What follows belongs to an exercise in optimizing a design on an open flow for small area; a production flow would make more cautious choices. RTL that was checked went through simulation tests only; none was proved equivalent to the original. Power is estimated from default activity; no workload was simulated.

== branch violet ==
## top
module top (
	input clk, reset, button, button1, button2, button3,
	output [11:0] rgb,
	output hsync, vsync,
	output [6:0] seg1, seg2,
	output [6:0] seg_left, seg_right
	);
For scale: roughly 780 cells after synthesis, roughly 110 flip-flops.
Settings: LEC_CHECK=0, CAP_MARGIN=20, CORE_MARGIN=2, CORE_UTILIZATION=65, PLACE_DENSITY=0.75, SLEW_MARGIN=20; clock period 10.0 ns.
standard.sh (not shown) runs the stock make flow with config.mk's settings and CLKGATE_MAP_FILE= SYNTH_SCRIPT=/design/flow/synth_recipe.tcl, a recipe that flattens the netlist after the stock synthesis.
==> flow/flow/run.sh <==
#!/bin/bash
# Own layout flow: the standard ORFS flow (standard.sh, all steps), with
#  - an area-oriented ABC mapping script (abc.script) in place of ORFS's speed script,
#  - the smallest buffer for the port buffers ORFS puts on every input and output,
#  - clock tree of clkbuf_4 cells without dummy loads.
# Everything else (synthesis script, floorplan, power grid, taps, CTS, routing) is ORFS's.
set -euo pipefail
W=$(pwd)
rm -rf "$W/scripts"
cp -r "$FLOW_HOME/scripts" "$W/scripts"
cp "$W/flow/abc.script" "$W/scripts/abc_speed.script"
cp "$W/flow/abc.script" "$W/scripts/abc_area.script"
bash "$W/standard.sh" "SCRIPTS_DIR=$W/scripts" \
	"BUFFER_PORTS_ARGS=-buffer_cell sky130_fd_sc_hd__buf_1" \
	"CTS_ARGS=-sink_clustering_enable -repair_clock_nets -dont_use_dummy_load -root_buf sky130_fd_sc_hd__clkbuf_8 -buf_list sky130_fd_sc_hd__clkbuf_4 -sink_clustering_size 10 -sink_clustering_max_diameter 50" \
	finish > "$W/flow_make.log" 2>&1
==> flow/flow/abc.script <==
strash
&get -n
&deepsyn -J 20
&put
dch
amap
topo
## Diff of input files: branch umber against branch violet
==> flow/flow/run.sh <==
#!/bin/bash
# Own layout flow: the standard ORFS flow (standard.sh, all steps), with
#  - an area-oriented ABC mapping script (abc.script) in place of ORFS's speed script,
#  - the smallest buffer for the port buffers ORFS puts on every input and output,
#  - a clock tree of clkbuf_8 cells without dummy loads.
# Everything else (synthesis script, floorplan, power grid, taps, CTS, routing) is ORFS's.
set -euo pipefail
W=$(pwd)
rm -rf "$W/scripts"
cp -r "$FLOW_HOME/scripts" "$W/scripts"
cp "$W/flow/abc.script" "$W/scripts/abc_speed.script"
cp "$W/flow/abc.script" "$W/scripts/abc_area.script"
bash "$W/standard.sh" "SCRIPTS_DIR=$W/scripts" \
	"BUFFER_PORTS_ARGS=-buffer_cell sky130_fd_sc_hd__buf_1" \
	"CTS_ARGS=-sink_clustering_enable -repair_clock_nets -dont_use_dummy_load -buf_list sky130_fd_sc_hd__clkbuf_8 -sink_clustering_size 20 -sink_clustering_max_diameter 80" \
	finish > "$W/flow_make.log" 2>&1
Notes after the runs:
From branch violet to branch umber, die area did not move at all.
From branch violet to branch umber, residual antenna-violating net count after detailed routing did not move at all.
Diff branch umber..branch violet | overall power consumption | unchanged
Setup slack: branch violet vs branch umber identical
From branch umber to branch violet, detailed placer's ending HPWL did not move at all.

========
top, a different RTL version from the one above (not shown whole).
For scale: about 930 cells after synthesis, roughly 48 I/O pins, ~7700 µm² of cells after synthesis.
clock: 10.0 ns
lec_check: 0
cap_margin: 20
core_margin: 2
core_utilization: 40
cts_buf_list: sky130_fd_sc_hd__clkbuf_8
cts_cluster_diameter: 200
cts_cluster_size: 50
place_density: 0.6
slew_margin: 20
run.sh (not shown) runs the stock make flow with config.mk's settings and CLKGATE_MAP_FILE= SYNTH_SCRIPT=/design/flow/synth_recipe.tcl, a recipe that flattens the netlist after the stock synthesis.
Stock flow here: none of the scripts above is used.
Then changed:
--- a/flow/config.mk
+++ b/flow/config.mk
@@ -11,3 +11,3 @@
-export CTS_BUF_LIST = sky130_fd_sc_hd__clkbuf_8
-export CTS_CLUSTER_DIAMETER = 200
-export CTS_CLUSTER_SIZE = 50
+export CTS_BUF_LIST = sky130_fd_sc_hd__clkbuf_4
+export CTS_CLUSTER_DIAMETER = 100
+export CTS_CLUSTER_SIZE = 30
The changed run produced a clean layout.
Die area does not change.
Final area went down by 1.3%.
Routed wire length stays flat.
Via count went up by 0.84%.
Clock skew went up by 0.0066 ns.
Critical path depth does not change.
Setup slack hardly moves.
Final cell count is about the same.
Core utilization went down by 0.59 points.
No functional check of the RTL was part of any run of this note.

==> port drivers added, routing unchanged <==
The flow's constraints put no driver on any port. The routed layouts listed below were extracted and timed again, unchanged, in two steps.
Step 1 (the two cells are an assumption about what drives the block):
set clk [get_ports {clk}]
set_driving_cell -lib_cell sky130_fd_sc_hd__clkbuf_16 $clk
set_driving_cell -lib_cell sky130_fd_sc_hd__buf_2 [delete_from_list [all_inputs] $clk]
Step 2, shift: input delay + t, output delay - t, t = (earliest + latest rising clock arrival at the registers) / 2. This alone moves slack from input paths to output paths.
a / b / c = ideal / step 1 / step 2; a / b = the first two.
run	shift t [ns]	setup WS [ns]	hold slack, ns	clock arrival spread, ns
branch violet	0.398	3.148 / 3.148 / 3.148	0.407 / 0.407 / 0.407	0.024 / 0.024
branch umber	0.398	3.148 / 3.148 / 3.148	0.407 / 0.407 / 0.407	0.024 / 0.024
the first run of note 2	0.466	4.168 / 4.144 / 4.144	0.440 / 0.440 / 0.440	0.010 / 0.010
the second run of note 2	0.565	4.168 / 4.144 / 4.144	0.448 / 0.448 / 0.448	0.016 / 0.016
After both steps setup and hold are still met in every run listed.
